Background: an optimization exercise with open tools, aiming at small area, a short achievable clock period and few clock cycles per item. Do not read the settings as production practice.
RTL that was checked went through simulation tests only; none was proved equivalent to the original.

==> v38: inputs <==
// fbindct_8bit
module fbindct_8bit #(
  parameter IN_WIDTH = 8,
  parameter INT_BITS = 6,
  parameter FRAC_BITS = 6,
  parameter INTER_WIDTH = IN_WIDTH + INT_BITS + FRAC_BITS,
  parameter OUT_WIDTH = 20
)(
  input                                        clk,
  input                                        rst,
  input signed [8*IN_WIDTH-1:0]                x_in,
  input                                        ready_in,
  input                                        load,
  output                                       valid_out,
  output signed [8*OUT_WIDTH-1:0]              y_out
);
  wire signed [7:0] x0 = x_in[ 7: 0];
  wire signed [7:0] x1 = x_in[15: 8];
  wire signed [7:0] x2 = x_in[23:16];
  wire signed [7:0] x3 = x_in[31:24];
  wire signed [7:0] x4 = x_in[39:32];
  wire signed [7:0] x5 = x_in[47:40];
  wire signed [7:0] x6 = x_in[55:48];
  wire signed [7:0] x7 = x_in[63:56];
  reg vld;
  always @(posedge clk) begin
    if (rst)
      vld <= 1'b0;
    else if (load)
      vld <= 1'b1;
    else if (ready_in)
      vld <= 1'b0;
  end
  assign valid_out = vld;
  wire [8:0] n0_a = {{1{x0[7]}}, x0};
  wire [8:0] n0_b = {{1{x7[7]}}, x7};
  wire [8:0] n0_p = n0_a ^ n0_b;
  wire [8:0] n0_g = n0_a & n0_b;
  ...
export LEC_CHECK = 0
export ABC_AREA = 1
export CAP_MARGIN = 20
export CORE_MARGIN = 2
export CORE_UTILIZATION = 40
export SLEW_MARGIN = 20
export SYNTH_HIERARCHICAL = 1
create_clock -name core_clock -period 10.0 [get_ports {clk}]
standard.sh (not shown) runs the stock make flow with config.mk's settings and CLKGATE_MAP_FILE= SYNTH_SCRIPT=/design/flow/synth_recipe.tcl, a recipe that flattens the netlist after the stock synthesis.
==> flow/flow/run.sh <==
#!/bin/bash
# The standard layout, with plain buf_1 cells as the port buffers instead of the
# delay buffers buffer_ports picks by default. Every port still gets its buffer.
set -euo pipefail
bash standard.sh "BUFFER_PORTS_ARGS=-buffer_cell sky130_fd_sc_hd__buf_1" finish > standard_flow.log 2>&1
==> v29 (differences from v38) <==
- ABC_AREA: 1 -> default
- SETUP_SLACK_MARGIN: default -> 4.2
==> v33 (differences from v38) <==
- ABC_AREA: 1 -> default
==> impl_metrics.yaml <==
layout:
  fill_cells: 3183
  final_core_util: 0.4666
run_status:
  status: "timing/DRC/antenna clean"
drt:
  dr_wl_met3_mm: 1.491
  wirelength_met1_mm: 13.60
global_routing:
  grt_max_degree: 80
  grt_pass1_wl_mm: 48.73
yosys:
  netlist_area_um2: 13690
  synth-simple-area-share: 0.02751
critical_path:
  max_stage_delay_ns: 0.53
-- figures above: v29

==> impl_metrics.yaml <==
clock_network:
  cts_tree: "done"
drt:
  wirelength_met1_mm: 13.24
  dr.pass1.iters: 4
run_status:
  status: "timing/DRC/antenna clean"
global_routing:
  grt_max_degree: 80
  grt_pass1_wl_mm: 47.50
yosys:
  netlist_area_um2: 13690
  synth-simple-area-share: 0.02751
critical_path:
  max_stage_delay_ns: 0.52
-- figures above: v33

==> impl_metrics.yaml <==
drt:
  wirelength_met1_mm: 13.90
global_routing:
  grt_max_degree: 72
  grt_pass1_wl_mm: 48.16
layout:
  final_core_util: 0.4431
  fill_cells: 3393
critical_path:
  max_stage_delay_ns: 0.56
yosys:
  netlist_area_um2: 14010
run_status:
  status: "timing/DRC/antenna clean"
-- figures above: v38

No functional check of the RTL was part of any run of this note.

==> v37 <==
Another version of the RTL of fbindct_8bit (not shown whole).
export LEC_CHECK = 0
export ABC_AREA = 1
export CAP_MARGIN = 20
export CORE_MARGIN = 2
export CORE_UTILIZATION = 40
export CTS_BUF_LIST = sky130_fd_sc_hd__clkbuf_4 sky130_fd_sc_hd__clkbuf_8
export SLEW_MARGIN = 20
export SYNTH_HIERARCHICAL = 1
create_clock -name core_clock -period 10.0 [get_ports {clk}]
Scripts as last shown in full above: flow/flow/run.sh
==> v9: changes against v37 <==
ABC_AREA = default   (was 1)
CORE_UTILIZATION = 65   (was 40)
CTS_BUF_LIST = default   (was sky130_fd_sc_hd__clkbuf_4 sky130_fd_sc_hd__clkbuf_8)
PLACE_DENSITY = 0.8   (was default)
==> flow_metrics.env <==
export IMPL_outcome="timing/DRC/antenna clean"
export IMPL_n_tap_cell=270
export IMPL_synth_area_leaders="fa_1 30%, ha_1 22%, edfxtp_1 18%, inv_1 8.0%, xor2_1 3.9%"
export IMPL_synth_compound_area_share_pct=9.186
export IMPL_met2_usage_pct=43.06
export IMPL_area_growth_pct=7.416
export IMPL_yosysSeqAreaShare_pct=17.90
export IMPL_buf_share_pct=5.414
export IMPL_dieArea_um2=21720
export IMPL_critPathLaunch="u_n[4]"
export IMPL_rows=52
export IMPL_wl_met2_mm=12.95
export IMPL_multi_input_area_um2=9519
export IMPL_final_clk_cell_share_pct=1.796
The numbers above come from v9.

==> flow_metrics.env <==
export IMPL_rows=67
export IMPL_outcome="timing/DRC/antenna clean"
export IMPL_yosysSeqAreaShare_pct=17.45
export IMPL_critPathLaunch="c3h[2]"
export IMPL_synth_compound_area_share_pct=6.625
export IMPL_core_area_um2=33620
export IMPL_met2_usage_pct=30.30
export IMPL_n_tap_cell=448
export IMPL_final_clk_cell_share_pct=1.282
export IMPL_multi_input_area_um2=9667
export IMPL_multi_input_area_share_pct=65.18
export IMPL_wl_met2_mm=14.20
export IMPL_dieArea_um2=35780
export IMPL_area_growth_pct=8.167
export IMPL_layout_cells_most_common="inv_1"
The numbers above come from v37.

Testbench counts of v37, summed over its fixed seeds: cycles 4,096, rows 2,048.
Testbench counts of v9, summed over its fixed seeds: cycles 4,096, rows 2,048.

==> static timing again, ports no longer ideal <==
The flow's constraints put no driver on any port. The routed layouts listed below were extracted and timed again, unchanged, in two steps. Step 1 sets driving cells, clkbuf_16 on the clock port and buf_2 on the other inputs (assumed; they add their load-dependent delay and slew). Step 2, shift: input delay + t, output delay - t, t = (earliest + latest rising clock arrival at the registers) / 2. This alone moves slack from input paths to output paths. Three values: no drivers, after step 1, after step 2; two values: the first two.
run | t (ns) | setup slack, ns | hold slack, ns | worst setup path after step 2 | clock arrival spread, ns
v38 | 0.382 | 3.962 / 3.917 / 4.239 | 0.504 / 0.504 / 0.504 | input to register | 0.013 / 0.014
v29 | 0.384 | 3.968 / 3.924 / 4.229 | 0.495 / 0.495 / 0.495 | input to register | 0.010 / 0.010
v33 | 0.385 | 3.672 / 3.627 / 4.012 | 0.495 / 0.495 / 0.495 | register to output | 0.009 / 0.010
v37 | 0.411 | 3.899 / 3.857 / 3.798 | 0.540 / 0.540 / 0.540 | input to register | 0.010 / 0.010
v9 | 0.383 | 3.641 / 3.599 / 3.397 | 0.512 / 0.512 / 0.512 | input to register | 0.006 / 0.007
After both steps setup and hold are still met in every run listed. For v9, which loses most, drivers alone change the setup slack by -0.042 ns; drivers and shift together by -0.244 ns.
